Background: an optimization exercise with open tools, aiming at small area, a short achievable clock period and few clock cycles. Do not read the settings as production practice.
Only simulation tests tie the RTL to the original design; equivalence was not proved.
Power and IR drop assume default switching activity.

`config.mk`:
```
export PLATFORM = sky130hd
export DESIGN_NAME = chris_slave
export DESIGN_NICKNAME = chris_slave
export VERILOG_FILES = /design/flow/design.v
export SDC_FILE = /design/flow/constraint.sdc
export NUM_CORES = 4
export LEC_CHECK = 0
export ABC_AREA = 1
export CAP_MARGIN = 20
export CORE_MARGIN = 2
export CORE_UTILIZATION = 65
export CTS_BUF_LIST = sky130_fd_sc_hd__clkbuf_8 sky130_fd_sc_hd__clkbuf_16
export CTS_CLUSTER_DIAMETER = 80
export CTS_CLUSTER_SIZE = 24
export SETUP_SLACK_MARGIN = 3.6
export SLEW_MARGIN = 20
```
`constraint.sdc`:
```
create_clock -name core_clock -period 6.0 [get_ports {clock_clk}]
set_input_delay 1.2000 -clock core_clock [delete_from_list [all_inputs] [get_ports {clock_clk}]]
set_output_delay 1.2000 -clock core_clock [all_outputs]
set_load 0.01 [all_outputs]
```
`design.v`:
```
module convolution_core (
input clk,
input reset,
input [31:0] t1,
input [31:0] t2,
input [31:0] t3,
input [31:0] t4,
input [2:0] k,
output [31:0] ret
);
	reg [31:0] acc_s, acc_c;
	reg        rst_q;
	wire [31:0] g0 = acc_s & acc_c;
	wire [31:0] p0 = acc_s ^ acc_c;
	wire [31:0] g1, p1, g2, p2, g3, p3, g4, p4, g5, p5;
	genvar i;
	generate for (i = 0; i < 32; i = i + 1) begin : pfx
		if (i % 2 == 1) begin
			assign g1[i] = g0[i] | p0[i] & g0[i-1];
			assign p1[i] = p0[i] & p0[i-1];
		end else begin
			assign g1[i] = g0[i]; assign p1[i] = p0[i];
		end
		if (i % 4 >= 2) begin
			assign g2[i] = g1[i] | p1[i] & g1[(i/4)*4+1];
			assign p2[i] = p1[i] & p1[(i/4)*4+1];
		end else begin
			assign g2[i] = g1[i]; assign p2[i] = p1[i];
		end
		if (i % 8 >= 4) begin
			assign g3[i] = g2[i] | p2[i] & g2[(i/8)*8+3];
			assign p3[i] = p2[i] & p2[(i/8)*8+3];
		end else begin
			assign g3[i] = g2[i]; assign p3[i] = p2[i];
		end
		if (i % 16 >= 8) begin
			assign g4[i] = g3[i] | p3[i] & g3[(i/16)*16+7];
			assign p4[i] = p3[i] & p3[(i/16)*16+7];
		end else begin
			assign g4[i] = g3[i]; assign p4[i] = p3[i];
		end
		if (i >= 16) begin
			assign g5[i] = g4[i] | p4[i] & g4[15];
		end else begin
			assign g5[i] = g4[i];
		end
	end endgenerate
	assign ret = p0 ^ {g5[30:0], 1'b0};
	wire [31:0] xs = acc_s & {32{~rst_q}};
	wire [31:0] xc = acc_c & {32{~rst_q}};
	wire [31:0] sa = xs ^ xc ^ t1;
	wire [31:0] ca = {(xs[30:0] & xc[30:0]) | (xs[30:0] & t1[30:0]) | (xc[30:0] & t1[30:0]), k[0]};
	wire [31:0] sb = t2 ^ t3 ^ t4;
	wire [31:0] cb = {(t2[30:0] & t3[30:0]) | (t2[30:0] & t4[30:0]) | (t3[30:0] & t4[30:0]), k[1]};
	wire [31:0] sc = sa ^ ca ^ sb;
	wire [31:0] cc = {(sa[30:0] & ca[30:0]) | (sa[30:0] & sb[30:0]) | (ca[30:0] & sb[30:0]), k[2]};
	wire [31:0] sd = sc ^ cc ^ cb;
	wire [31:0] cd = {(sc[30:0] & cc[30:0]) | (sc[30:0] & cb[30:0]) | (cc[30:0] & cb[30:0]), 1'b0};
	always @(posedge clk) begin
		rst_q <= reset;
		acc_s <= sd;
		acc_c <= cd;
	end
endmodule
`timescale 1 ps / 1 ps
module chris_slave (
		input  wire [3:0]  avs_s0_address,
		input  wire        avs_s0_read,
		output wire [31:0] avs_s0_readdata,
		input  wire        avs_s0_write,
		input  wire [31:0] avs_s0_writedata,
		output wire        avs_s0_waitrequest,
		input  wire        clock_clk,
		input  wire        reset_reset,
		output wire        LEDR
	);
	wire [3:0]  a   = avs_s0_address;
	wire [31:0] wd  = avs_s0_writedata;
	wire        rst = reset_reset;
	wire        wr  = avs_s0_write;
	wire        rd  = avs_s0_read;
	reg  [31:0] v0, v1, v2, v3, v4, v5, v6, v7, v8;
	reg  [31:0] rdata;     
	reg  [31:0] n1, n2, o2;
	reg  [2:0]  k;         
	reg         pv;        
	reg         wait_q;    
	reg         wait2;     
	reg         led_q;     
	assign avs_s0_readdata    = rdata;
	assign avs_s0_waitrequest = wait_q;
	assign LEDR               = led_q;
	wire [31:0] wdm = wd & {32{~rst}};
	always @(posedge clock_clk) begin
		if (rst | (wr && a == 4'd0)) v0 <= wdm;
		if (rst | (wr && a == 4'd1)) v1 <= wdm;
		if (rst | (wr && a == 4'd2)) v2 <= wdm;
		if (rst | (wr && a == 4'd3)) v3 <= wdm;
		if (rst | (wr && a == 4'd4)) v4 <= wdm;
		if (rst | (wr && a == 4'd5)) v5 <= wdm;
		if (rst | (wr && a == 4'd6)) v6 <= wdm;
		if (rst | (wr && a == 4'd7)) v7 <= wdm;
		if (rst | (wr && a == 4'd8)) v8 <= wdm;
	end
	reg  [31:0] vmux;
	always @(*) begin
		case (a)
			4'd0: vmux = v0;
			4'd1: vmux = v1;
			4'd2: vmux = v2;
			4'd3: vmux = v3;
			4'd4: vmux = v4;
			4'd5: vmux = v5;
			4'd6: vmux = v6;
			4'd7: vmux = v7;
			default: vmux = v8;
		endcase
	end
	wire [31:0] res;
	wire [31:0] rmux = (a == 4'd9) ? res : (a > 4'd9) ? 32'hffffffff : vmux;
	function [31:0] shl;
		input [31:0] x;
		input [1:0] s;
		case (s)
			2'd0: shl = x;
			2'd1: shl = {x[30:0], 1'b0};
			2'd2: shl = {x[29:0], 2'b0};
			default: shl = {x[28:0], 3'b0};
		endcase
	endfunction
	reg [4:0] w;
	always @(*) begin
		case (a)
			4'd0: w = 5'b00_0_00;    
			4'd1: w = 5'b00_0_01;    
			4'd2: w = 5'b11_0_10;    
			4'd3: w = 5'b00_0_10;    
			4'd4: w = 5'b10_0_10;    
			4'd5: w = 5'b10_1_10;    
			4'd6: w = 5'b11_0_11;    
			4'd7: w = 5'b00_0_11;    
			default: w = 5'b10_0_11;    
		endcase
	end
	wire on  = wr && (a[3] == 1'b0 || a == 4'd8);
	wire two = on && w[4];
	wire neg = w[3];
	wire [31:0] wd2  = w[2] ? {wd[30:0], 1'b0} : wd;
	wire [31:0] old2 = w[2] ? {vmux[30:0], 1'b0} : vmux;
	always @(posedge clock_clk) begin
		rdata <= on ? ~shl(vmux, w[1:0]) : rmux;
		n1    <= on ? shl(wd, w[1:0]) : 32'd0;
		n2    <= two ? (neg ? ~wd2 : wd2) : 32'd0;
		o2    <= two ? (neg ? old2 : ~old2) : 32'd0;
		k     <= {two & ~neg, on, two & neg};
		pv    <= on;
	end
	always @(posedge clock_clk) begin
		if (rst) begin
			wait_q <= 1'b0;
			wait2  <= 1'b0;
			led_q  <= 1'b0;
		end else begin
			if (wr && a == 4'd8) begin
				wait_q <= 1'b1;
				wait2  <= 1'b0;
				led_q  <= 1'b1;
			end else if (rd) begin
				if (wait_q) begin
					wait2 <= 1'b1;
					if (wait2) wait_q <= 1'b0;
				end else begin
					led_q <= 1'b0;
				end
			end
		end
	end
	convolution_core acc (
		.clk(clock_clk),
		.reset(rst),
		.t1(n1),
		.t2(n2),
		.t3(rdata & {32{pv}}),
		.t4(o2),
		.k(k),
		.ret(res)
	);
endmodule
```
`run.sh`:
```
#!/bin/bash
# synth_recipe.tcl (not shown) runs the flow's synth.tcl, then flattens the netlist and writes it again
# the make line also repeats each setting of config.mk as NAME=value (left out here)
make -C /OpenROAD-flow-scripts/flow DESIGN_CONFIG=/design/flow/config.mk WORK_HOME=/design/flow/orfs CLKGATE_MAP_FILE= SYNTH_SCRIPT=/design/flow/synth_recipe.tcl finish
```
==> results of run 1 <==
==> critical path, stage by stage <==
cell,delay [ps]
clkdlybuf4s50_1,530
buf_4,320
nor2_1,780
==> cells by family (layout without fill, tap and decap cells) <==
family | count (synthesis) | after routing | share of synthesized area
and+or+nand+nor | 1380 | 1382 | 0.238
DFF | 486 | 486 | 0.518
buffers and inverters | 390 | 495 | 0.0629
AOI/OAI and AO/OA | 244 | 246 | 0.0558
adders and majority gates | 158 | 158 | 0.120
xor gates and xnor gates | 14 | 14 | 0.00504
==> Yosys cell counts, drive strengths merged <==
library cell  number
o31ai              1
nand3            185
clkinv             1
o22ai              2
nand3b            39
a21oi            118
ha                31
o21ai             90
a31oi              2
nor3               3
xor2               9
nor2             240
nand4              3
a41oi             10
and3               1
dfxtp            198
a21o               1
edfxtp           288
fa               127
o221ai            19
and2               2
clkbuf            51
buf               62
a21boi             1
nand2            843
inv              276
xnor2              5
or2               64
==> final timing paths <==
kind | start | slack [ps] | depth (start not counted) | endpoint
worst min register to register | wait_q | 480 | 2 | wait_q
worst max register to register | acc.rst_q | 3680 | 6 | acc.acc_s[1]
worst min-delay path | wait_q | 480 | 2 | wait_q
worst max-delay path | reset_reset | 3400 | 3 | v1[8]
==> layout make-up <==
class / count / area, um^2 / area share
Sequential cell: 486 / 12700 / 0.454
Timing Repair inverter: 3 / 25.0 / 0.000895
Timing Repair Buffer: 170 / 1900 / 0.0679
Inverter: 277 / 1110 / 0.0398
Clock inverter: 17 / 120 / 0.00430
Multi-Input combinational cell: 1800 / 10800 / 0.388
Tap cell: 468 / 586 / 0.0209
Clock buffer: 28 / 689 / 0.0247
==> per-stage QoR <==
step / total power [mW] / util
3_3_place_gp: 6.15 / 0.699
2_1_floorplan: 5.56 / -
6_report: 8.40 / 0.762
3_5_place_dp: 6.26 / 0.699
4_1_cts: 8.23 / 0.741
5_1_grt: 8.81 / 0.762
==> timing repair <==
| action | in CTS | in global routing |
|---|---|---|
| setup endpoints to repair | 666 | 443 |
| pin swaps | 14 | 58 |
| hold buffers | 0 | 0 |
| gates cloned | 8 | 5 |
| setup buffers | 34 | 27 |
| gates resized for setup | 221 | 147 |
==> power groups by stage <==
stage          logic (mW)  registers, mW  clock network [mW]
3_5_place_dp         2.02           4.24                   0
4_1_cts              2.09           4.17                1.98
5_1_grt              2.50           4.23                2.08
3_3_place_gp         1.92           4.23                   0
6_report             2.24           4.19                1.97
2_1_floorplan        1.39           4.18                   0
==> layer usage <==
layer  GRT usage  vias to the layer above  part of all wire
li1            -                     8774                 -
met1       0.581                     8992              0.40
met2       0.529                     1385              0.42
met3      0.0714                      147              0.15
met4      0.0913                        0             0.028
met5           0                        -                 0
==> summary.txt, run 1 <==
CTS
  • Worst skew pair latency: 580 ps
  • Root buffer cell: clkbuf_16
  • Sink Count: about 490
  • Num CTS Buffers: 26
  • Worst-path clk slew: 90 ps
  • Clock buffer depth: 3
  • CTS tree: yes
  • H-tree depth: 1

Timing
  • RSZ-0062 raised after global routing: true
  • Tcrit/Tclk final: 0.434
  • Total negative slack: 0 ps
  • Skew final: 16.7 ps
  • Worst Setup Slack, final: approximately 3400 ps
  • Slew Viols, Final: 0
  • Final hold violation count: 0
  • FMAX: between 0.3 and 0.4 GHz
  • Final setup viols: 0
  • Post-route minimum period: 2600 ps
  • Hold Slack: a little under 500 ps
  • Slew @ Worst Pin: 941 ps
  • Relative slew margins: 0.370

GRT
  • GRT Residual Overflow: 0
  • First-pass GRT wire length: about 110 mm
  • Largest net degree at the start of global routing: 97
  • Vias in the first global route: 18000
  • Initial antenna violation count: 0
  • Gr usage total: 0.369

Synthesis
  • Cell variety after synth: 38
  • Largest area contributor in the netlist: edfxtp_1
  • Synth area leaders: edfxtp_1 36%, dfxtp_1 16%, nand2_1 13%, fa_1 10%, inv_1 4.2%
  • Top cell type's share of synthesized area: 0.355
  • Avg Cell Area, Syn: 9.11 um^2
  • Seq/Total Area, Yosys: 0.518
  • Synth Register Bits: 486
  • Mapped Area: 0.0243 mm^2
  • Synthesized instance count: between 2000 and 3000
  • Syn nets: 2870
  • Synth Warn #: 2

Die
  • Initial core utilization: 0.663
  • Die Wd: 197 um
  • Io pins: 74
  • Placeable Area: 0.0367 mm^2
  • Die Ht: 197 um
  • Std-Cell Rows: 70
  • Die area: 0.0390 mm^2

Detailed routing
  • Drt pass-1 iters: 6
  • WL final: 72.2 mm
  • Post-DRT Antenna Nets: 0
  • Routed len/inst: 22.2 um
  • Drc violations: 0
  • Initial DRC Count: about 2700
  • DR vias/cell: 5.94
  • DR vias: 19300

Worst setup path
  • Startpoint Class: primary input
  • CP Capture Type: register
  • Crit path max fanout: 35
  • Critical path arrival: about 2900 ps
  • Worst Path Required: 6250 ps
  • Critical path class: in -> reg

Power
  • Seq pwr share: 0.499
  • Internal power: ~5.7 mW
  • P_sw: 2.74 mW
  • Sw Share: 0.326
  • Power per cell area: 301 mW/mm^2
  • Comb pwr share: 0.266
  • Maximum vdd drop: 307 uV
  • Static Leak: 12.5 nW
  • Clk pwr share: 0.235

Final layout
  • Area growth syn-to-layout: 14.9%
  • Fin area: 0.0280 mm^2
  • Count of filler cells inserted in the layout: 2472
  • Commonest non-fill, non-tap cell in the layout: nand2_1
  • # diodes: 0
  • Fin cells: 3249
  • Share of layout cells above drive strength 1: 0.145
  • Most frequent cells in the layout: 774 x nand2_1, 288 x edfxtp_1, 269 x inv_1, 221 x nor2_1, 177 x nand3_1
  • Fin nets: 2962

Placed design
  • Dpl hpwl: slightly below 50 mm
  • Pre-CTS WS: roughly 1400 ps
  • Placed instance area: 0.0257 mm^2
  • Dpl cells: 3130
  • GP Congestion: 0.927
  • IO buf count: 73

Status
  • Status: finished clean

Flow run
  • Max Cap Viol: 0

Worst hold path
  • Worst hold path class: reg -> reg
Testbench counts, summed over its fixed seeds: cycles 63,899.
==> run 2: changes to the inputs <==
--- a/config.mk
+++ b/config.mk
@@ -8,9 +8,9 @@
 export ABC_AREA = 1
 export CAP_MARGIN = 20
 export CORE_MARGIN = 2
-export CORE_UTILIZATION = 65
+export CORE_UTILIZATION = 50
 export CTS_BUF_LIST = sky130_fd_sc_hd__clkbuf_8 sky130_fd_sc_hd__clkbuf_16
 export CTS_CLUSTER_DIAMETER = 80
-export CTS_CLUSTER_SIZE = 24
+export CTS_CLUSTER_SIZE = 28
 export SETUP_SLACK_MARGIN = 3.6
 export SLEW_MARGIN = 20
==> summary.txt, run 2 <==
CTS
  • H-tree depth: 1 (unchanged)
  • CTS tree: yes
  • Num CTS Buffers: 30 (+15%)
  • Root buffer cell: clkbuf_16
  • Sink Count: 486 (unchanged)
  • Worst-path clk slew: 90 ps (about the same)
  • Clock buffer depth: 3 (unchanged)
  • Hold_buf cts: 0 (unchanged)
  • Worst skew pair latency: 620 ps (+40 ps)

GRT
  • Initial antenna violation count: 1 (+1)
  • Largest net degree at the start of global routing: 97 (unchanged)
  • First-pass GRT wire length: 109 mm (+2.0%)
  • GRT Residual Overflow: 0 (unchanged)
  • Gr usage total: 0.288 (-0.0808)
  • Vias in the first global route: 17600 (-1.9%)

Detailed routing
  • Post-DRT Antenna Nets: 0 (unchanged)
  • Initial DRC Count: 2013 (-26%)
  • Drc violations: 0 (unchanged)
  • WL final: 73.1 mm (+1.2%)
  • DR vias: 18500 (-4.0%)
  • Drt pass-1 iters: 6 (unchanged)
  • DR vias/cell: 5.45 (-8.3%)
  • Routed len/inst: 21.5 um (-3.4%)

Synthesis
  • Top cell type's share of synthesized area: 0.355 (unchanged)
  • EDFF count, synth: 288 (unchanged)
  • Post-synth top flop: edfxtp_1
  • Synthesized instance count: 2672 (unchanged)
  • Synth Register Bits: 486 (unchanged)
  • Avg Cell Area, Syn: 9.11 um^2 (unchanged)
  • Synth Warn #: 2 (unchanged)
  • Mapped Area: 0.0243 mm^2 (unchanged)
  • Synth area leaders: edfxtp_1 36%, dfxtp_1 16%, nand2_1 13%, fa_1 10%, inv_1 4.2%
  • Largest area contributor in the netlist: edfxtp_1
  • Top post-synthesis cells by count: 839 x nand2_1, 288 x edfxtp_1, 271 x inv_1
  • Syn nets: 2870 (unchanged)
  • Cell variety after synth: 38 (unchanged)
  • Seq/Total Area, Yosys: 0.518 (unchanged)
  • Share of async-settable or async-resettable flops after synthesis: 0 (unchanged)
  • Top-count cell post-synth: nand2_1

Worst setup path
  • Crit-path slowest cell: nor2_1
  • Register-to-Register Setup Slack: 3620 ps (-60 ps)
  • Startpoint Class: primary input
  • Reg2reg path depth: 7 (+1)
  • Critical path arrival: 2680 ps (-170 ps)
  • Worst Path Required: 6290 ps (+40 ps)
  • CP max stage delay: 700 ps (-80 ps)
  • Crit path max fanout: 9 (-74%)
  • Crit path cell chain: clkdlybuf4s50_1, inv_1, nor2_1
  • Critical path class: in -> reg
  • R2r endpoint: acc.acc_s[1]
  • Worst r2r src: acc.rst_q
  • CP Capture Type: register

Placed design
  • GP Congestion: 0.927 (about the same)
  • Dpl hpwl: 51.3 mm (+6.2%)
  • IO buf count: 73 (unchanged)

Final layout
  • Commonest non-fill, non-tap cell in the layout: nand2_1
  • Area growth syn-to-layout: 16.3%
  • # diodes: 0 (unchanged)
  • Fin nets: 2963 (+0.034%)
  • Most frequent cells in the layout: 776 x nand2_1, 288 x edfxtp_1, 260 x inv_1, 218 x nor2_1, 180 x nand3_1
  • Post-layout util: 0.591 (-0.171)
  • Share of layout cells above drive strength 1: 0.147 (+0.00292)

Timing
  • Final hold violation count: 0 (unchanged)
  • Slew @ Worst Pin: 994 ps (+53.4 ps)
  • Skew final: 24.4 ps (+7.71 ps)
  • Post-route minimum period: 2390 ps (-212 ps)
  • Relative slew margins: 0.335 (-0.0357)
  • FMAX: 0.419 GHz (+8.9%)
  • Total negative slack: 0 ps (unchanged)
  • Tcrit/Tclk final: 0.398 (-0.0354)
  • Final setup viols: 0 (unchanged)
  • Slew Viols, Final: 0 (unchanged)
  • RSZ-0062 raised after global routing: true

Die
  • Initial core utilization: 0.509 (-0.155)
  • Io pins: 74 (unchanged)
  • Die Wd: 225 um (+14%)
  • Die area: 0.0505 mm^2 (+29%)
  • Placeable Area: 0.0478 mm^2 (+30%)
  • Std-Cell Rows: 80 (+14%)
  • Die Ht: 225 um (+14%)

Status
  • Status: finished clean

Worst hold path
  • Hold Path End: led_q
  • HP Start: led_q
  • Worst hold path class: reg -> reg
  • Hold Path Stages: 2 (unchanged)

Power
  • Static Leak: 12.6 nW (+0.36%)
  • Power per cell area: 315 mW/mm^2 (+4.8%)
  • Maximum vdd drop: 203 uV (-34%)

Flow run
  • Max Cap Viol: 0 (unchanged)
[run 2: critical path, delay by kind of cell]
family	cells	cell delay, ps
buffers and inverters	2	770
and+or+nand+nor	1	700
[run 2: through the flow]
step	std cells	area (um^2)	setup slack [ps]	power, mW	hold WS, ps
6_report	3402	28300	3610	8.91	488
5_1_grt	3402	28300	3550	9.37	533
4_1_cts	3387	27700	3600	8.81	489
3_5_place_dp	3286	25900	1440	6.27	481
3_3_place_gp	3286	25900	1500	6.21	465
2_1_floorplan	2672	24600	3220	5.56	451
[run 2: power breakdown]
group	switching [mW]	internal [mW]
clock network	1.36	1.15
registers	0.215	3.96
logic	1.39	0.833
total	2.96	5.95
[run 2: what timing repair did]
action | 4_1_cts | 5_1_grt
resized for setup | 247 | 138
endpoints found under the setup margin | 519 | 136
cloned | 8 | 3
pin swaps | 12 | 45
buffers inserted | 39 | 12
[run 2: worst max path at each step]
stage                            to  slack [ps]  depth (start not counted)                 start
final                        v8[14]        3610                          3  avs_s0_writedata[14]
after global routing      rdata[17]        3550                         14          acc.acc_c[9]
after CTS                     o2[0]        3600                         10     avs_s0_address[2]
after detailed placement     v0[30]        1440                          7     avs_s0_address[3]
after global placement       v0[31]        1500                          7     avs_s0_address[3]
after floorplan               v6[0]        3220                          2          avs_s0_write
[run 2: cell families after synthesis]
logic type / share of synthesized area
buffers and inverters: 0.0629
AO/OA/AOI/OAI: 0.0558
flip-flops: 0.518
adder cells (fa/ha/maj): 0.120
XOR/XNOR: 0.00504
AND/OR/NAND/NOR: 0.238
[run 2: layout make-up]
class	instances	area [um^2]
Tap cell	615	769
Multi-Input combinational cell	1798	10800
Inverter	277	1110
Fill cell	4144	19600
Clock buffer	31	776
Clock inverter	23	379
Sequential cell	486	12700
Timing Repair Buffer	169	1730
Timing Repair inverter	3	25.0
[run 2: metal layers]
layer,vias up,part of all wire,wire length [um],GRT usage
met5,-,0.00021,15,0
met2,802,0.41,30000,0.409
met4,2,0.018,1290,0.0523
li1,8782,-,-,-
met1,8846,0.49,35500,0.471
met3,100,0.086,6270,0.0385
==> run 3: changes to the inputs <==
--- a/config.mk
+++ b/config.mk
@@ -8,7 +8,7 @@
 export ABC_AREA = 1
 export CAP_MARGIN = 20
 export CORE_MARGIN = 2
-export CORE_UTILIZATION = 50
+export CORE_UTILIZATION = 60
 export CTS_BUF_LIST = sky130_fd_sc_hd__clkbuf_8 sky130_fd_sc_hd__clkbuf_16
 export CTS_CLUSTER_DIAMETER = 80
 export CTS_CLUSTER_SIZE = 28
==> summary.txt, run 3 <==
CTS
  • Worst-path clk slew: 100 ps (about the same)
  • Hold_buf cts: 0 (unchanged)
  • Num CTS Buffers: 27 (-10%)
  • H-tree depth: 1 (unchanged)
  • Root buffer cell: clkbuf_16
  • Sink Count: 486 (unchanged)
  • Clock buffer depth: 3 (unchanged)
  • CTS tree: yes
  • Worst skew pair latency: 640 ps (+20 ps)

Detailed routing
  • Detailed route wirelength on metal2: 33.7 mm (+12%)
  • Initial DRC Count: 2842 (+41%)
  • Drt pass-1 iters: 8 (+2)
  • DR vias: 19700 (+6.3%)
  • Routed len/inst: 23.6 um (+9.8%)
  • Top Layer Used: met4
  • WL met1: 31.8 mm (-10%)
  • Met3 WL: 10.3 mm (+64%)
  • Drc violations: 0 (unchanged)
  • DR vias/cell: 5.88 (+7.9%)
  • WL final: 79.0 mm (+8.1%)
  • Post-DRT Antenna Nets: 0 (unchanged)

Power
  • Maximum vdd drop: 258 uV (+27%)
  • Power per cell area: 302 mW/mm^2 (-4.0%)
  • Comb pwr share: 0.262 (+0.013)
  • P_sw: 2.92 mW (-1.4%)
  • Sw Share: 0.336 (+0.00371)
  • Static Leak: 12.9 nW (+2.7%)
  • Clk pwr share: 0.257 (-0.025)
  • Internal power: 5.77 mW (-3.0%)
  • Seq pwr share: 0.481 (+0.012)

Synthesis
  • Top-count cell post-synth: nand2_1
  • Top cell type's share of synthesized area: 0.355 (unchanged)
  • Post-synthesis mux area share: 0 (unchanged)
  • Simple logic cell fraction of the synthesized area: 0.238 (unchanged)
  • Share of async-settable or async-resettable flops after synthesis: 0 (unchanged)
  • Synth Area in Compound Gates: 0.0558 (unchanged)
  • Syn nets: 2870 (unchanged)
  • Adder-cell area share of the yosys netlist: 0.120 (unchanged)
  • Synth Register Bits: 486 (unchanged)
  • Mapped Area: 0.0243 mm^2 (unchanged)
  • Post-synth top flop: edfxtp_1
  • Synth area leaders: edfxtp_1 36%, dfxtp_1 16%, nand2_1 13%, fa_1 10%, inv_1 4.2%
  • Top post-synthesis cells by count: 839 x nand2_1, 288 x edfxtp_1, 271 x inv_1
  • Seq/Total Area, Yosys: 0.518 (unchanged)
  • Synthesized instance count: 2672 (unchanged)
  • Synth Area in XOR/XNOR: 0.00504 (unchanged)
  • EDFF count, synth: 288 (unchanged)
  • Largest family of logic cells by synthesized area: simple AND/OR/NAND/NOR gates
  • Cell variety after synth: 38 (unchanged)
  • Avg Cell Area, Syn: 9.11 um^2 (unchanged)
  • Largest area contributor in the netlist: edfxtp_1
  • Synth Warn #: 2 (unchanged)

Timing
  • Relative slew margins: 0.340 (+0.00572)
  • Slew @ Worst Pin: 986 ps (-8.55 ps)
  • Total negative slack: 0 ps (unchanged)
  • Skew final: 45.8 ps (+21.4 ps)
  • Tcrit/Tclk final: 0.422 (+0.0240)
  • FMAX: 0.395 GHz (-5.7%)
  • Final setup viols: 0 (unchanged)
  • Final hold violation count: 0 (unchanged)
  • RSZ-0062 raised after global routing: true
  • Slew Viols, Final: 0 (unchanged)
  • Post-route minimum period: 2530 ps (+144 ps)
  • Worst Setup Slack, final: 3470 ps (-144 ps)

Placed design
  • Dpl hpwl: 49.9 mm (-2.7%)
  • IO buf count: 73 (unchanged)
  • Pre-CTS WS: 1240 ps (-199 ps)
  • Dpl cells: 3193 (-2.8%)
  • GP Congestion: 0.965 (+4.1%)

GRT
  • GRT Residual Overflow: 0 (unchanged)
  • Initial antenna violation count: 0 (-1)
  • First-pass GRT wire length: 113 mm (+3.2%)
  • Gr usage total: 0.364 (+0.0760)
  • Vias in the first global route: 18700 (+5.9%)
  • Largest net degree at the start of global routing: 51 (-47%)

Worst hold path
  • Hold Path Stages: 2 (unchanged)
  • Worst hold path class: reg -> reg

Worst setup path
  • Reg2reg path depth: 7 (unchanged)
  • CP Capture Type: register
  • Critical path arrival: 2800 ps (+120 ps)
  • Critical path class: in -> reg
  • Startpoint Class: primary input
  • Crit path max fanout: 35 (+26)
  • Worst Path Required: 6270 ps (-20 ps)

Die
  • Std-Cell Rows: 73 (-8.8%)
  • Die Ht: 205 um (-8.6%)
  • Initial core utilization: 0.610 (+0.101)
  • Placeable Area: 0.0399 mm^2 (-17%)
  • Die area: 0.0422 mm^2 (-16%)
  • Io pins: 74 (unchanged)
  • Die Wd: 205 um (-8.6%)

Final layout
  • Post-layout util: 0.720 (+0.129)
  • Area growth syn-to-layout: 18.1%
  • Commonest non-fill, non-tap cell in the layout: nand2_1
  • Most frequent cells in the layout: 784 x nand2_1, 288 x edfxtp_1, 265 x inv_1, 222 x nor2_1, 173 x nand3_1
  • Share of layout cells above drive strength 1: 0.155 (+0.00727)
  • Count of filler cells inserted in the layout: 3000 (-28%)
  • Fin nets: 3001 (+1.3%)
  • Fin cells: 3350 (-1.5%)

Status
  • Status: finished clean

Flow run
  • Max Cap Viol: 0 (unchanged)
[run 3: final timing paths]
check,from,end,slack (ps)
min reg2reg,led_q,led_q,490
max reg2reg,k[1],acc.acc_s[27],3650
min,led_q,led_q,490
max,reset_reset,v5[12],3470
[run 3: layout make-up]
cell class                 instances  area, um^2  area share
sequential                       486       12700       0.441
inverter                         277        1120      0.0389
timing repair buffer             211        2450      0.0851
timing repair inverter             3        25.0    0.000871
antenna                            1        2.50   0.0000871
clock buffer                      27         676      0.0235
multi-input combinational       1797       10800       0.377
clock inverter                    23         297      0.0103
tap                              525         657      0.0229
[run 3: kinds of logic (layout without fill, tap and decap cells)]
group	count (synthesis)	in the layout
fa+ha+maj	158	158
xor+xnor	14	14
buf+inv	390	541
simple gates	1380	1381
compound gates	244	244
other cells	0	1
flops	486	486
[run 3: stage by stage]
step                power [mW]  hold slack, ps  instance area (um^2)
floorplan                 5.56             451                 24600
global placement          6.18             462                 25800
detailed placement        6.28             474                 25800
CTS                       8.53             488                 27700
global route              9.09             523                 28700
finish                    8.69             491                 28700
[run 3: critical path, stage by stage]
cell and delay, ps:
clkdlybuf4s50_1 460, buf_4 310, nor2_1 800
[run 3: power by group through the flow]
stage               sequential, mW  combinational (mW)  clock, mW
floorplan                     4.18                1.39          0
global placement              4.23                1.95          0
detailed placement            4.24                2.04          0
CTS                           4.16                2.14       2.23
global route                  4.22                2.52       2.35
finish                        4.18                2.28       2.23
[run 3: what timing repair did]
item / in CTS / in global routing
buffers inserted: 46 / 40
resized for setup: 271 / 138
cloned: 10 / 10
setup endpoints to repair: 528 / 294
pin swaps: 16 / 55
[run 3: metal layers]
metal / vias to the layer above / track usage
li1: 8848 / -
met1: 9340 / 0.521
met2: 1306 / 0.549
met3: 204 / 0.0896
met4: 0 / 0.120
met5: - / 0
==> run 4: changes to the inputs <==
--- a/config.mk
+++ b/config.mk
@@ -8,7 +8,7 @@
 export ABC_AREA = 1
 export CAP_MARGIN = 20
 export CORE_MARGIN = 2
-export CORE_UTILIZATION = 60
+export CORE_UTILIZATION = 55
 export CTS_BUF_LIST = sky130_fd_sc_hd__clkbuf_8 sky130_fd_sc_hd__clkbuf_16
 export CTS_CLUSTER_DIAMETER = 80
 export CTS_CLUSTER_SIZE = 28
==> summary.txt, run 4 <==
CTS
  • H-tree depth: 1 (unchanged)
  • CTS tree: yes
  • Worst skew pair latency: 630 ps (about the same)
  • Sink Count: 486 (unchanged)
  • Num CTS Buffers: 29 (+7.4%)
  • Clock buffer depth: 3 (unchanged)
  • Worst-path clk slew: 90 ps (about the same)
  • Root buffer cell: clkbuf_16

Timing
  • Slew Viols, Final: 0 (unchanged)
  • FMAX: 0.415 GHz (+5.2%)
  • Relative slew margins: 0.445 (+0.105)
  • Final setup viols: 0 (unchanged)
  • RSZ-0062 raised after global routing: true
  • Hold Slack: 489 ps (-1.33 ps)
  • Skew final: 36.7 ps (-9.13 ps)
  • Total negative slack: 0 ps (unchanged)
  • Post-route minimum period: 2410 ps (-124 ps)
  • Final hold violation count: 0 (unchanged)
  • Tcrit/Tclk final: 0.401 (-0.0207)
  • Slew @ Worst Pin: 833 ps (-153 ps)

Final layout
  • Area growth syn-to-layout: 14.6%
  • Commonest non-fill, non-tap cell in the layout: nand2_1
  • Share of layout cells above drive strength 1: 0.132 (-0.0229)
  • # diodes: 0 (-1)
  • Fin cells: 3368 (+0.54%)
  • Post-layout util: 0.635 (-0.0852)
  • Most frequent cells in the layout: 816 x nand2_1, 288 x edfxtp_1, 264 x inv_1, 205 x nor2_1, 180 x nand3_1
  • Fin nets: 2952 (-1.6%)

Power
  • Pwr Total: 8.62 mW (-0.81%)
  • Internal power: 5.77 mW (about the same)
  • P_sw: 2.85 mW (-2.5%)
  • Seq pwr share: 0.486 (+0.005)
  • Power per cell area: 309 mW/mm^2 (+2.2%)
  • Maximum vdd drop: 337 uV (+30%)
  • Comb pwr share: 0.253 (-0.009)
  • Static Leak: 12.4 nW (-3.7%)
  • Sw Share: 0.330 (-0.00570)
  • Clk pwr share: 0.261 (+0.004)

Detailed routing
  • Drc violations: 0 (unchanged)
  • Initial DRC Count: 2314 (-19%)
  • Post-DRT Antenna Nets: 0 (unchanged)
  • Routed len/inst: 22.5 um (-4.5%)
  • WL final: 75.9 mm (-4.0%)
  • DR vias/cell: 5.59 (-4.9%)
  • Drt pass-1 iters: 6 (-2)
  • DR vias: 18800 (-4.4%)

Synthesis
  • Seq/Total Area, Yosys: 0.518 (unchanged)
  • Synth Warn #: 2 (unchanged)
  • Largest area contributor in the netlist: edfxtp_1
  • Top cell type's share of synthesized area: 0.355 (unchanged)
  • Syn nets: 2870 (unchanged)
  • Top post-synthesis cells by count: 839 x nand2_1, 288 x edfxtp_1, 271 x inv_1
  • Mapped Area: 0.0243 mm^2 (unchanged)
  • Post-synth top flop: edfxtp_1
  • Synth Register Bits: 486 (unchanged)
  • Cell variety after synth: 38 (unchanged)
  • Synthesized instance count: 2672 (unchanged)
  • Avg Cell Area, Syn: 9.11 um^2 (unchanged)
  • Synth area leaders: edfxtp_1 36%, dfxtp_1 16%, nand2_1 13%, fa_1 10%, inv_1 4.2%
  • EDFF count, synth: 288 (unchanged)
  • Share of async-settable or async-resettable flops after synthesis: 0 (unchanged)
  • Top-count cell post-synth: nand2_1

Placed design
  • Dpl cells: 3265 (+2.3%)
  • IO buf count: 73 (unchanged)
  • GP Congestion: 0.911 (-5.6%)
  • Dpl hpwl: 52.0 mm (+4.1%)

Worst setup path
  • Critical path arrival: 2710 ps (-90 ps)
  • Worst path top cell family by delay: buffers and inverters
  • Crit path max fanout: 15 (-57%)
  • Crit-path slowest cell: nor2_1
  • Register-to-Register Setup Slack: 3670 ps (+20 ps)
  • CP max stage delay: 650 ps (-150 ps)
  • Crit path cell chain: clkdlybuf4s50_1, buf_4, nor2_1
  • Startpoint Class: primary input
  • Worst Path Required: 6300 ps (+30 ps)
  • CP Capture Type: register
  • Crit path buf inv count: 2 (unchanged)
  • Critical path class: in -> reg

Flow run
  • Max Cap Viol: 0 (unchanged)

GRT
  • Largest net degree at the start of global routing: 80 (+57%)
  • Initial antenna violation count: 0 (unchanged)
  • Vias in the first global route: 18300 (-2.2%)
  • First-pass GRT wire length: 113 mm (+0.20%)
  • GRT Residual Overflow: 0 (unchanged)
  • Gr usage total: 0.330 (-0.0339)

Worst hold path
  • Worst hold path class: reg -> reg

Die
  • Die Wd: 214 um (+4.4%)
  • Std-Cell Rows: 77 (+5.5%)
  • Die area: 0.0459 mm^2 (+8.9%)
  • Placeable Area: 0.0439 mm^2 (+10%)
  • Io pins: 74 (unchanged)
  • Die Ht: 214 um (+4.4%)
  • Initial core utilization: 0.554 (-0.0558)

Status
  • Status: finished clean
run 4: cell type report:
type / instances / area, um^2
multi-input combinational: 1798 / 10700
timing repair inverter: 2 / 17.5
sequential: 486 / 12700
timing repair buffer: 160 / 1630
clock inverter: 23 / 241
clock buffer: 30 / 739
tap: 592 / 741
inverter: 277 / 1120
fill: 3807 / 16100
run 4: cells by family after synthesis:
| kind of cell | after synthesis | share of synthesized area |
|---|---|---|
| buffers and inverters | 390 | 0.0629 |
| AND/OR/NAND/NOR | 1380 | 0.238 |
| XOR/XNOR | 14 | 0.00504 |
| adder cells (fa/ha/maj) | 158 | 0.120 |
| flip-flops | 486 | 0.518 |
| AO/OA/AOI/OAI | 244 | 0.0558 |
run 4: layer usage:
layer | GRT usage | routed length, um
met5 | 0 | 0
met4 | 0.0949 | 2490
met3 | 0.0573 | 7660
met2 | 0.504 | 33300
met1 | 0.489 | 32500
run 4: stage by stage:
step	instance area [um^2]	worst slack, ps
3_3_place_gp	25900	1230
6_report	27900	3590
3_5_place_dp	25900	1210
2_1_floorplan	24600	3220
4_1_cts	27500	3500
5_1_grt	27900	3530
run 4: power groups by stage:
| stage | registers (mW) | logic [mW] | clock network [mW] |
|---|---|---|---|
| 4_1_cts | 4.17 | 2.11 | 2.27 |
| 2_1_floorplan | 4.18 | 1.39 | 0 |
| 3_3_place_gp | 4.24 | 1.98 | 0 |
| 3_5_place_dp | 4.25 | 2.03 | 0 |
| 5_1_grt | 4.23 | 2.46 | 2.37 |
| 6_report | 4.19 | 2.18 | 2.25 |
run 4: worst register-to-register path, delay by kind of cell, from the launching register on:
kind,cells,cell delay [ps]
buf+inv,3,180
flops,1,320
simple gates,9,850
fa+ha+maj,2,860
run 4: path summary, 6_finish.rpt:
| path | startpoint | endpoint | cells past startpoint |
|---|---|---|---|
| worst max register to register | acc.acc_c[9] | rdata[16] | 14 |
| worst min-delay path | led_q | led_q | 2 |
| worst max-delay path | reset_reset | v1[4] | 3 |
| worst min register to register | led_q | led_q | 2 |
run 4: timing repair:
item,in CTS,in global routing
setup buffers,33,10
hold buffers,0,0
pin swaps,8,10
resized for setup,266,71
cloned,5,2
endpoints found under the setup margin,636,373
==> run 5: changes to the inputs <==
--- a/config.mk
+++ b/config.mk
@@ -12,5 +12,6 @@
 export CTS_BUF_LIST = sky130_fd_sc_hd__clkbuf_8 sky130_fd_sc_hd__clkbuf_16
 export CTS_CLUSTER_DIAMETER = 80
 export CTS_CLUSTER_SIZE = 28
+export GPL_ROUTABILITY_DRIVEN = 0
 export SETUP_SLACK_MARGIN = 3.6
 export SLEW_MARGIN = 20
==> summary.txt, run 5 <==
CTS
  • Hold_buf cts: 0 (unchanged)
  • Root buffer cell: clkbuf_16
  • Worst skew pair latency: 610 ps (-20 ps)
  • H-tree depth: 1 (unchanged)
  • Clock buffer depth: 3 (unchanged)
  • Num CTS Buffers: 26 (-10%)
  • CTS tree: yes
  • Worst-path clk slew: 100 ps (about the same)
  • Sink Count: 486 (unchanged)

Detailed routing
  • Initial DRC Count: 2305 (-0.39%)
  • Routed len/inst: 23.0 um (+2.1%)
  • WL final: 78.6 mm (+3.7%)
  • Post-DRT Antenna Nets: 0 (unchanged)
  • DR vias: 19300 (+2.3%)
  • DR vias/cell: 5.63 (+0.77%)
  • Drt pass-1 iters: 6 (unchanged)
  • Drc violations: 0 (unchanged)

Power
  • P_sw: 2.82 mW (-0.74%)
  • Maximum vdd drop: 218 uV (-35%)
  • Seq pwr share: 0.491 (+0.005)
  • Comb pwr share: 0.264 (+0.011)
  • Internal power: 5.71 mW (-1.1%)
  • Clk pwr share: 0.245 (-0.016)
  • Static Leak: 12.8 nW (+3.1%)
  • Sw Share: 0.331 (+0.000713)
  • Power per cell area: 297 mW/mm^2 (-4.1%)

Die
  • Initial core utilization: 0.554 (unchanged)
  • Placeable Area: 0.0439 mm^2 (unchanged)
  • Std-Cell Rows: 77 (unchanged)
  • Die area: 0.0459 mm^2 (unchanged)
  • Io pins: 74 (unchanged)
  • Die Ht: 214 um (unchanged)
  • Die Wd: 214 um (unchanged)

Worst setup path
  • Register-to-Register Setup Slack: 3660 ps (about the same)
  • CP Capture Type: register
  • Critical path arrival: 2740 ps (+30 ps)
  • Crit path max fanout: 19 (+4)
  • Worst Path Required: 6320 ps (+20 ps)
  • Worst path top cell family by delay: buffers and inverters
  • Startpoint Class: primary input
  • Crit-path slowest cell: clkdlybuf4s50_1
  • CP max stage delay: 590 ps (-60 ps)
  • Worst r2r src: acc.rst_q
  • R2r endpoint: acc.acc_s[17]
  • Crit path buf inv count: 3 (+1)
  • Critical path class: in -> reg
  • Crit path cell chain: clkdlybuf4s50_1, buf_4, buf_6, nor2_1
  • Reg2reg path depth: 6 (-8)

Final layout
  • Fin nets: 3004 (+1.8%)
  • # diodes: 0 (unchanged)
  • Most frequent cells in the layout: 774 x nand2_1, 288 x edfxtp_1, 265 x inv_1, 204 x nor2_1, 174 x nand3_1
  • Commonest non-fill, non-tap cell in the layout: nand2_1
  • Fin cells: 3418 (+1.5%)
  • Post-layout util: 0.655 (+0.0206)
  • Area growth syn-to-layout: 18.3%
  • Share of layout cells above drive strength 1: 0.171 (+0.0391)

GRT
  • Initial antenna violation count: 1 (+1)
  • Largest net degree at the start of global routing: 56 (-30%)
  • GRT Residual Overflow: 0 (unchanged)
  • Vias in the first global route: 18200 (-0.22%)
  • First-pass GRT wire length: 114 mm (+1.1%)
  • Gr usage total: 0.335 (+0.00446)

Timing
  • Tcrit/Tclk final: 0.403 (+0.00140)
  • RSZ-0062 raised after global routing: true
  • Total negative slack: 0 ps (unchanged)
  • FMAX: 0.414 GHz (-0.35%)
  • Skew final: 31.1 ps (-5.56 ps)
  • Slew @ Worst Pin: 809 ps (-23.4 ps)
  • Final setup viols: 0 (unchanged)
  • Relative slew margins: 0.458 (+0.0136)
  • Slew Viols, Final: 0 (unchanged)
  • Post-route minimum period: 2420 ps (+8.40 ps)
  • Final hold violation count: 0 (unchanged)

Worst hold path
  • Worst hold path class: reg -> reg
  • Hold Path End: wait_q
  • HP Start: wait_q
  • Hold Path Stages: 2 (unchanged)

Synthesis
  • Syn nets: 2870 (unchanged)
  • Post-synth top flop: edfxtp_1
  • Synth Warn #: 2 (unchanged)
  • Mapped Area: 0.0243 mm^2 (unchanged)
  • Synthesized instance count: 2672 (unchanged)
  • Largest area contributor in the netlist: edfxtp_1
  • Seq/Total Area, Yosys: 0.518 (unchanged)
  • Avg Cell Area, Syn: 9.11 um^2 (unchanged)
  • Cell variety after synth: 38 (unchanged)
  • Top post-synthesis cells by count: 839 x nand2_1, 288 x edfxtp_1, 271 x inv_1
  • Share of async-settable or async-resettable flops after synthesis: 0 (unchanged)
  • Top-count cell post-synth: nand2_1
  • Synth Register Bits: 486 (unchanged)
  • Top cell type's share of synthesized area: 0.355 (unchanged)
  • Synth area leaders: edfxtp_1 36%, dfxtp_1 16%, nand2_1 13%, fa_1 10%, inv_1 4.2%
  • EDFF count, synth: 288 (unchanged)

Status
  • Status: finished clean

Placed design
  • IO buf count: 73 (unchanged)
  • Dpl hpwl: 50.9 mm (-2.1%)
  • Dpl cells: 3267 (+0.061%)

Flow run
  • Max Cap Viol: 0 (unchanged)
run 5: cell counts after synthesis:
Identical to the previous run, type by type.
run 5: area by class of cell:
| cell class | count | area [um^2] |
|---|---|---|
| timing repair buffer | 212 | 2300 |
| timing repair inverter | 3 | 25.0 |
| clock inverter | 22 | 230 |
| tap | 592 | 741 |
| clock buffer | 26 | 651 |
| inverter | 277 | 1110 |
| multi-input combinational | 1800 | 11000 |
| fill | 3643 | 15100 |
| sequential | 486 | 12700 |
run 5: tightest hold or removal path: stages (launching register included):
cell,delay [ps]
dfxtp_2,340
nand2_1,60
a21oi_1,50
run 5: worst max-delay path by stage:
| stage | startpoint | end | depth (start not counted) |
|---|---|---|---|
| 2_1_floorplan | avs_s0_write | v6[0] | 2 |
| 3_3_place_gp | avs_s0_address[3] | rdata[11] | 13 |
| 3_5_place_dp | avs_s0_address[3] | rdata[11] | 13 |
| 4_1_cts | avs_s0_address[0] | rdata[10] | 10 |
| 5_1_grt | avs_s0_address[3] | rdata[24] | 15 |
| 6_report | reset_reset | v0[30] | 4 |
run 5: cell families after synthesis:
group                    count (synthesis)  share of synthesized area
XOR/XNOR                                14                    0.00504
adder cells (fa/ha/maj)                158                      0.120
AO/OA/AOI/OAI                          244                     0.0558
flip-flops                             486                      0.518
buffers and inverters                  390                     0.0629
AND/OR/NAND/NOR                       1380                      0.238
run 5: power by group through the flow:
stage,logic (mW),clock network [mW],registers (mW)
after detailed placement,2.03,0,4.25
after floorplan,1.39,0,4.18
after global placement,1.97,0,4.24
after global routing,2.53,2.21,4.23
final,2.26,2.09,4.19
after CTS,2.14,2.10,4.17
run 5: per-layer routing:
metal / track usage / routed length [um] / vias to the layer above / part of all wire
met4: 0.0903 / 2730 / 2 / 0.035
met3: 0.0678 / 8390 / 163 / 0.11
li1: - / - / 8853 / -
met1: 0.484 / 32900 / 9263 / 0.42
met2: 0.519 / 34600 / 976 / 0.44
met5: 0 / 13 / - / 0.00017
run 5: through the flow:
stage	setup WS [ps]	instance area (um^2)	power (mW)	hold WS, ps
floorplan	3220	24600	5.56	451
global placement	1160	25900	6.21	461
detailed placement	1130	25900	6.28	472
CTS	3560	27800	8.42	490
global route	3550	28800	8.97	507
finish	3580	28800	8.54	487
run 5: what timing repair did:
action	in CTS	in global routing
setup endpoints to repair	591	208
gates resized for setup	307	149
gates cloned	8	5
pin swaps	15	58
setup buffers	49	41
==> run 6: changes to the inputs <==
--- a/config.mk
+++ b/config.mk
@@ -12,6 +12,5 @@
 export CTS_BUF_LIST = sky130_fd_sc_hd__clkbuf_8 sky130_fd_sc_hd__clkbuf_16
 export CTS_CLUSTER_DIAMETER = 80
 export CTS_CLUSTER_SIZE = 28
-export GPL_ROUTABILITY_DRIVEN = 0
-export SETUP_SLACK_MARGIN = 3.6
+export SETUP_SLACK_MARGIN = 3.65
 export SLEW_MARGIN = 20
==> summary.txt, run 6 <==
Synthesis
  • Synthesized instance count: 2672 (unchanged)
  • Largest area contributor in the netlist: edfxtp_1
  • EDFF count, synth: 288 (unchanged)
  • Share of async-settable or async-resettable flops after synthesis: 0 (unchanged)
  • Mapped Area: 0.0243 mm^2 (unchanged)
  • Top cell type's share of synthesized area: 0.355 (unchanged)
  • Synth area leaders: edfxtp_1 36%, dfxtp_1 16%, nand2_1 13%, fa_1 10%, inv_1 4.2%
  • Top post-synthesis cells by count: 839 x nand2_1, 288 x edfxtp_1, 271 x inv_1
  • Synth Warn #: 2 (unchanged)
  • Top-count cell post-synth: nand2_1
  • Synth Register Bits: 486 (unchanged)
  • Post-synth top flop: edfxtp_1
  • Avg Cell Area, Syn: 9.11 um^2 (unchanged)
  • Cell variety after synth: 38 (unchanged)
  • Seq/Total Area, Yosys: 0.518 (unchanged)
  • Syn nets: 2870 (unchanged)

Die
  • Placeable Area: 0.0439 mm^2 (unchanged)
  • Die Wd: 214 um (unchanged)
  • Die Ht: 214 um (unchanged)
  • Die area: 0.0459 mm^2 (unchanged)
  • Initial core utilization: 0.554 (unchanged)
  • Std-Cell Rows: 77 (unchanged)
  • Io pins: 74 (unchanged)

Final layout
  • Share of layout cells above drive strength 1: 0.174 (+0.00271)
  • Commonest non-fill, non-tap cell in the layout: nand2_1
  • Fin area: 0.0289 mm^2 (+0.33%)
  • Most frequent cells in the layout: 767 x nand2_1, 288 x edfxtp_1, 254 x inv_1, 213 x nor2_1, 170 x nand3_1
  • Fin nets: 2983 (-0.70%)
  • Area growth syn-to-layout: 18.7%
  • Fin cells: 3398 (-0.59%)

Timing
  • RSZ-0062 raised after global routing: true
  • Slew Viols, Final: 0 (unchanged)
  • Tcrit/Tclk final: 0.414 (+0.0113)
  • Post-route minimum period: 2480 ps (+67.6 ps)
  • Relative slew margins: 0.367 (-0.0915)
  • FMAX: 0.402 GHz (-2.7%)
  • Slew @ Worst Pin: 946 ps (+137 ps)
  • Final hold violation count: 0 (unchanged)
  • Total negative slack: 0 ps (unchanged)
  • Final setup viols: 0 (unchanged)
  • Skew final: 20.8 ps (-10.3 ps)

Worst hold path
  • HP Start: led_q
  • Worst hold path class: reg -> reg

GRT
  • Met1 Use GR: 0.511 (+0.0274)
  • GRT met2 Usage: 0.465 (-0.0535)
  • First-pass GRT wire length: 113 mm (-1.4%)
  • Initial antenna violation count: 4 (+3)
  • Largest net degree at the start of global routing: 58 (+3.6%)
  • Met3 Usage GRT: 0.0580 (-0.00979)
  • Vias in the first global route: 18000 (-1.3%)
  • Global route hottest layer: met1
  • Gr usage total: 0.325 (-0.0101)
  • GRT Residual Overflow: 0 (unchanged)

Power
  • Static Leak: 12.8 nW (-0.23%)
  • Maximum vdd drop: 325 uV (+49%)
  • Power per cell area: 305 mW/mm^2 (+3.0%)

Placed design
  • Placed instance area: 0.0258 mm^2 (-0.26%)
  • GP Congestion: 0.953
  • IO buf count: 73 (unchanged)
  • Dpl hpwl: 50.8 mm (-0.29%)
  • Dpl cells: 3258 (-0.28%)

Detailed routing
  • DR vias: 19100 (-0.89%)
  • Drc violations: 0 (unchanged)
  • WL final: 77.3 mm (-1.7%)
  • Routed len/inst: 22.8 um (-1.1%)
  • DR vias/cell: 5.62 (-0.30%)
  • Post-DRT Antenna Nets: 0 (unchanged)
  • Drt pass-1 iters: 6 (unchanged)
  • Initial DRC Count: 2478 (+7.5%)

CTS
  • Worst-path clk slew: 110 ps (about the same)
  • Clock buffer depth: 3 (unchanged)
  • CTS tree: yes
  • H-tree depth: 1 (unchanged)
  • Sink Count: 486 (unchanged)
  • Worst skew pair latency: 620 ps (about the same)
  • Root buffer cell: clkbuf_16
  • Num CTS Buffers: 29 (+12%)

Worst setup path
  • Reg2reg path depth: 6 (unchanged)
  • Critical path class: in -> reg
  • Startpoint Class: primary input
  • CP Capture Type: register
  • Worst Path Required: 6290 ps (-30 ps)
  • Crit path max fanout: 35 (+16)
  • R2r endpoint: acc.acc_s[9]
  • Register-to-Register Setup Slack: 3550 ps (-110 ps)
  • Critical path arrival: 2780 ps (+40 ps)
  • CP startpoint: reset_reset
  • Critical path destination: v4[1]
  • Worst r2r src: acc.rst_q

Status
  • Status: finished clean

Flow run
  • Max Cap Viol: 0 (unchanged)
## run 6: cell families after synthesis
logic type,after synthesis,synth area share
buf+inv,390,0.0629
simple gates,1380,0.238
fa+ha+maj,158,0.120
xor+xnor,14,0.00504
flops,486,0.518
compound gates,244,0.0558
## run 6: layout make-up
cell class                      instances  area [um^2]
Sequential cell                       486        12700
Antenna cell                            1         2.50
Inverter                              277         1140
Clock inverter                         21          310
Fill cell                            3628        15100
Tap cell                              592          741
Multi-Input combinational cell       1799        11000
Timing Repair Buffer                  190         2200
Clock buffer                           30          751
Timing Repair inverter                  2         17.5
## run 6: worst min-delay path by stage
stage / end / depth (start not counted)
2_1_floorplan: wait2 / 2
3_3_place_gp: wait2 / 2
3_5_place_dp: wait2 / 2
4_1_cts: led_q / 2
5_1_grt: wait2 / 2
6_report: led_q / 2
## run 6: repair_timing
item	CTS	global route
resized for setup	289	187
gates cloned	9	10
setup endpoints to repair	610	449
pin swaps	20	83
buffers inserted	41	28
hold buffers	0	0
## run 6: worst max-delay path: stages
cell             delay [ps]
clkdlybuf4s50_1         460
buf_4                   290
nor2_1                  790
## run 6: where the power goes
part,internal [mW],leakage (nW),switching (mW)
registers,3.97,4.43,0.227
clock network,1.02,0.515,1.30
logic,0.880,7.86,1.42
## run 6: layer usage
| metal | up-vias | wire (um) |
|---|---|---|
| li1 | 8813 | - |
| met1 | 9160 | 34400 |
| met2 | 1013 | 32800 |
| met3 | 100 | 8460 |
| met4 | 0 | 1650 |
| met5 | - | 0 |
## run 6: stage by stage
stage	utilization	hold slack, ps	setup slack [ps]	power, mW
6_report	0.657	486	3520	8.82
5_1_grt	0.657	529	3500	9.26
4_1_cts	0.632	489	3570	8.65
3_5_place_dp	0.588	469	1310	6.27
3_3_place_gp	0.588	464	1250	6.20
2_1_floorplan	-	451	3220	5.56
==> run 7: changes to the inputs <==
--- a/config.mk
+++ b/config.mk
@@ -12,5 +12,5 @@
 export CTS_BUF_LIST = sky130_fd_sc_hd__clkbuf_8 sky130_fd_sc_hd__clkbuf_16
 export CTS_CLUSTER_DIAMETER = 80
 export CTS_CLUSTER_SIZE = 28
-export SETUP_SLACK_MARGIN = 3.65
+export SETUP_SLACK_MARGIN = 3.55
 export SLEW_MARGIN = 20
==> summary.txt, run 7 <==
Detailed routing
  • WL final: 75.4 mm (-2.5%)
  • DR vias: 18700 (-2.2%)
  • Initial DRC Count: 2145 (-13%)
  • Routed len/inst: 22.4 um (-1.5%)
  • Drt pass-1 iters: 5 (-1)
  • Post-DRT Antenna Nets: 0 (unchanged)
  • DR vias/cell: 5.55 (-1.2%)
  • Drc violations: 0 (unchanged)

GRT
  • Global route hottest layer: met2
  • GRT Residual Overflow: 0 (unchanged)
  • Gr usage total: 0.326 (+0.00175)
  • First-pass GRT wire length: 112 mm (-0.94%)
  • Initial antenna violation count: 3 (-1)
  • Largest net degree at the start of global routing: 97 (+67%)
  • Met1 Use GR: 0.478 (-0.0333)
  • Met3 Usage GRT: 0.0817 (+0.0237)
  • Vias in the first global route: 17900 (-0.66%)
  • GRT met2 Usage: 0.487 (+0.0215)

Timing
  • RSZ-0062 raised after global routing: true
  • Final hold violation count: 0 (unchanged)
  • Post-route minimum period: 2530 ps (+42.7 ps)
  • Slew Viols, Final: 0 (unchanged)
  • Slew @ Worst Pin: 814 ps (-132 ps)
  • Tcrit/Tclk final: 0.421 (+0.00711)
  • Final setup viols: 0 (unchanged)
  • FMAX: 0.396 GHz (-1.7%)
  • Total negative slack: 0 ps (unchanged)
  • Worst Setup Slack, final: 3470 ps (-42.7 ps)
  • Relative slew margins: 0.456 (+0.0886)
  • Skew final: 29.9 ps (+9.09 ps)

Power
  • Static Leak: 12.4 nW (-2.8%)
  • Power per cell area: 310 mW/mm^2 (+1.5%)
  • Maximum vdd drop: 305 uV (-6.2%)

CTS
  • Hold_buf cts: 0 (unchanged)
  • Worst-path clk slew: 100 ps (about the same)
  • Num CTS Buffers: 29 (unchanged)
  • Root buffer cell: clkbuf_16
  • Worst skew pair latency: 630 ps (about the same)
  • H-tree depth: 1 (unchanged)
  • Sink Count: 486 (unchanged)
  • CTS tree: yes
  • Clock buffer depth: 3 (unchanged)

Worst hold path
  • HP Start: wait_q
  • Hold Path Stages: 2 (unchanged)
  • Hold Path End: wait_q
  • Worst hold path class: reg -> reg

Placed design
  • GP Congestion: 0.940 (-1.4%)
  • Pre-CTS WS: 882 ps (-429 ps)
  • Dpl hpwl: 51.2 mm (+0.89%)
  • Dpl cells: 3259 (+0.031%)
  • IO buf count: 73 (unchanged)

Final layout
  • Share of layout cells above drive strength 1: 0.121 (-0.0524)
  • Fin cells: 3363 (-1.0%)
  • Count of filler cells inserted in the layout: 3742 (+3.1%)
  • Commonest non-fill, non-tap cell in the layout: nand2_1
  • Reg area: 0.0127 mm^2 (about the same)
  • Most frequent cells in the layout: 815 x nand2_1, 288 x edfxtp_1, 263 x inv_1, 214 x nor2_1, 182 x nand3_1
  • Area growth syn-to-layout: 14.7%
  • # diodes: 0 (-1)
  • Post-layout util: 0.635 (-0.0221)
  • Fin nets: 2946 (-1.2%)
  • Multi-input logic area: 0.0106 mm^2 (-3.8%)

Status
  • Status: finished clean

Synthesis
  • Synth Area in Compound Gates: 0.0558 (unchanged)
  • Share of async-settable or async-resettable flops after synthesis: 0 (unchanged)
  • Cell variety after synth: 38 (unchanged)
  • Simple logic cell fraction of the synthesized area: 0.238 (unchanged)
  • Synthesized instance count: 2672 (unchanged)
  • Synth area leaders: edfxtp_1 36%, dfxtp_1 16%, nand2_1 13%, fa_1 10%, inv_1 4.2%
  • Largest family of logic cells by synthesized area: simple AND/OR/NAND/NOR gates
  • Synth Warn #: 2 (unchanged)
  • Mapped Area: 0.0243 mm^2 (unchanged)
  • Post-synthesis mux area share: 0 (unchanged)
  • Post-synth top flop: edfxtp_1
  • Adder-cell area share of the yosys netlist: 0.120 (unchanged)
  • Seq/Total Area, Yosys: 0.518 (unchanged)
  • Top post-synthesis cells by count: 839 x nand2_1, 288 x edfxtp_1, 271 x inv_1
  • Synth Area in XOR/XNOR: 0.00504 (unchanged)
  • Synth Register Bits: 486 (unchanged)
  • EDFF count, synth: 288 (unchanged)
  • Top cell type's share of synthesized area: 0.355 (unchanged)
  • Avg Cell Area, Syn: 9.11 um^2 (unchanged)
  • Top-count cell post-synth: nand2_1
  • Syn nets: 2870 (unchanged)
  • Largest area contributor in the netlist: edfxtp_1

Die
  • Initial core utilization: 0.554 (unchanged)
  • Die Wd: 214 um (unchanged)
  • Std-Cell Rows: 77 (unchanged)
  • Placeable Area: 0.0439 mm^2 (unchanged)
  • Die Ht: 214 um (unchanged)
  • Io pins: 74 (unchanged)
  • Die area: 0.0459 mm^2 (unchanged)

Worst setup path
  • Crit path cell chain: clkdlybuf4s50_1, buf_4, nor2_1
  • Crit path max fanout: 35 (unchanged)
  • CP startpoint: reset_reset
  • Worst Path Required: 6310 ps (+20 ps)
  • Register-to-Register Setup Slack: 3590 ps (+40 ps)
  • Reg2reg path depth: 11 (+5)
  • Startpoint Class: primary input
  • Critical path arrival: 2840 ps (+60 ps)
  • Crit path buf inv count: 2 (unchanged)
  • Crit-path slowest cell: nor2_1
  • Critical path class: in -> reg
  • R2r endpoint: rdata[9]
  • Worst r2r src: acc.acc_c[3]
  • CP Capture Type: register
  • Worst path top cell family by delay: buffers and inverters
  • CP max stage delay: 710 ps (-80 ps)

Flow run
  • Max Cap Viol: 0 (unchanged)
run 7: cell counts after synthesis:
Identical to the previous run, type by type.
run 7: where the power goes:
| part | switching, mW | total, mW | internal [mW] |
|---|---|---|---|
| registers | 0.219 | 4.18 | 3.96 |
| logic | 1.36 | 2.15 | 0.796 |
| clock network | 1.33 | 2.32 | 0.995 |
| total | 2.90 | 8.66 | 5.75 |
run 7: worst max path at each step:
stage,end,cells after the start
floorplan,v6[0],2
global placement,rdata[24],13
detailed placement,rdata[24],13
CTS,rdata[24],13
global route,rdata[24],16
finish,v2[9],3
run 7: layout make-up:
cell class,instances,area share
Timing Repair Buffer,154,0.0612
Timing Repair inverter,3,0.000897
Sequential cell,486,0.454
Multi-Input combinational cell,1797,0.380
Clock buffer,29,0.0260
Inverter,277,0.0395
Tap cell,592,0.0265
Clock inverter,25,0.0113
run 7: logic make-up after synthesis:
logic type	count (synthesis)
flip-flops	486
XOR/XNOR	14
buffers and inverters	390
AO/OA/AOI/OAI	244
AND/OR/NAND/NOR	1380
adder cells (fa/ha/maj)	158
run 7: metrics by stage:
stage / power (mW) / instance area [um^2] / hold WS, ps
6_report: 8.66 / 27900 / 492
4_1_cts: 8.61 / 27600 / 494
3_5_place_dp: 6.28 / 25800 / 476
2_1_floorplan: 5.56 / 24600 / 451
5_1_grt: 9.10 / 27900 / 501
3_3_place_gp: 6.21 / 25800 / 461
run 7: routing by layer:
metal | share of wire | vias up
li1 | - | 8744
met2 | 0.43 | 909
met4 | 0.027 | 2
met1 | 0.43 | 8883
met5 | 0.00017 | -
met3 | 0.11 | 123
run 7: repair_timing:
| action | 4_1_cts | 5_1_grt |
|---|---|---|
| hold endpoints to repair | 0 | 0 |
| buffers inserted | 29 | 13 |
| resized for setup | 237 | 70 |
| pin swaps | 12 | 15 |
| cloned | 6 | 2 |
| endpoints found under the setup margin | 576 | 193 |
run 7: worst min-delay path, stage by stage (launching register included):
cell,delay [ps]
dfxtp_2,350
nand2_1,60
a21oi_1,60

static timing again, ports no longer ideal:
In the flow no input, the clock included, has a driving cell. The finished layouts below were timed again as built, in two steps.
Step 1 (the two cells are an assumption about what drives the block):
set clk [get_ports {clock_clk}]
set_driving_cell -lib_cell sky130_fd_sc_hd__clkbuf_16 $clk
set_driving_cell -lib_cell sky130_fd_sc_hd__buf_2 [delete_from_list [all_inputs] $clk]
Step 2 moves the port delays by t, midway between the first and last clock arrival at a register: inputs arrive t later, outputs are due t later. That takes back most of the time a late clock gives input paths.
a / b / c = ideal / step 1 / step 2; a / b = the first two.
| run | t, ns | setup WS [ns] | worst setup path at the end | cell pins on the clock port's net |
|---|---|---|---|---|
| run 1 | 0.633 | 3.399 / 3.434 / 2.802 | input to register | 1 |
| run 2 | 0.663 | 3.611 / 3.570 / 2.950 | input to register | 1 |
| run 3 | 0.673 | 3.467 / 3.499 / 2.825 | input to register | 1 |
| run 4 | 0.669 | 3.591 / 3.546 / 2.914 | input to register | 1 |
| run 5 | 0.659 | 3.583 / 3.564 / 2.937 | input to register | 1 |
| run 6 | 0.665 | 3.515 / 3.547 / 2.882 | input to register | 1 |
| run 7 | 0.675 | 3.473 / 3.501 / 2.830 | input to register | 1 |
After both steps setup and hold are still met in every run listed. For run 4, which loses most, drivers alone change the setup slack by -0.045 ns; drivers and shift together by -0.677 ns.
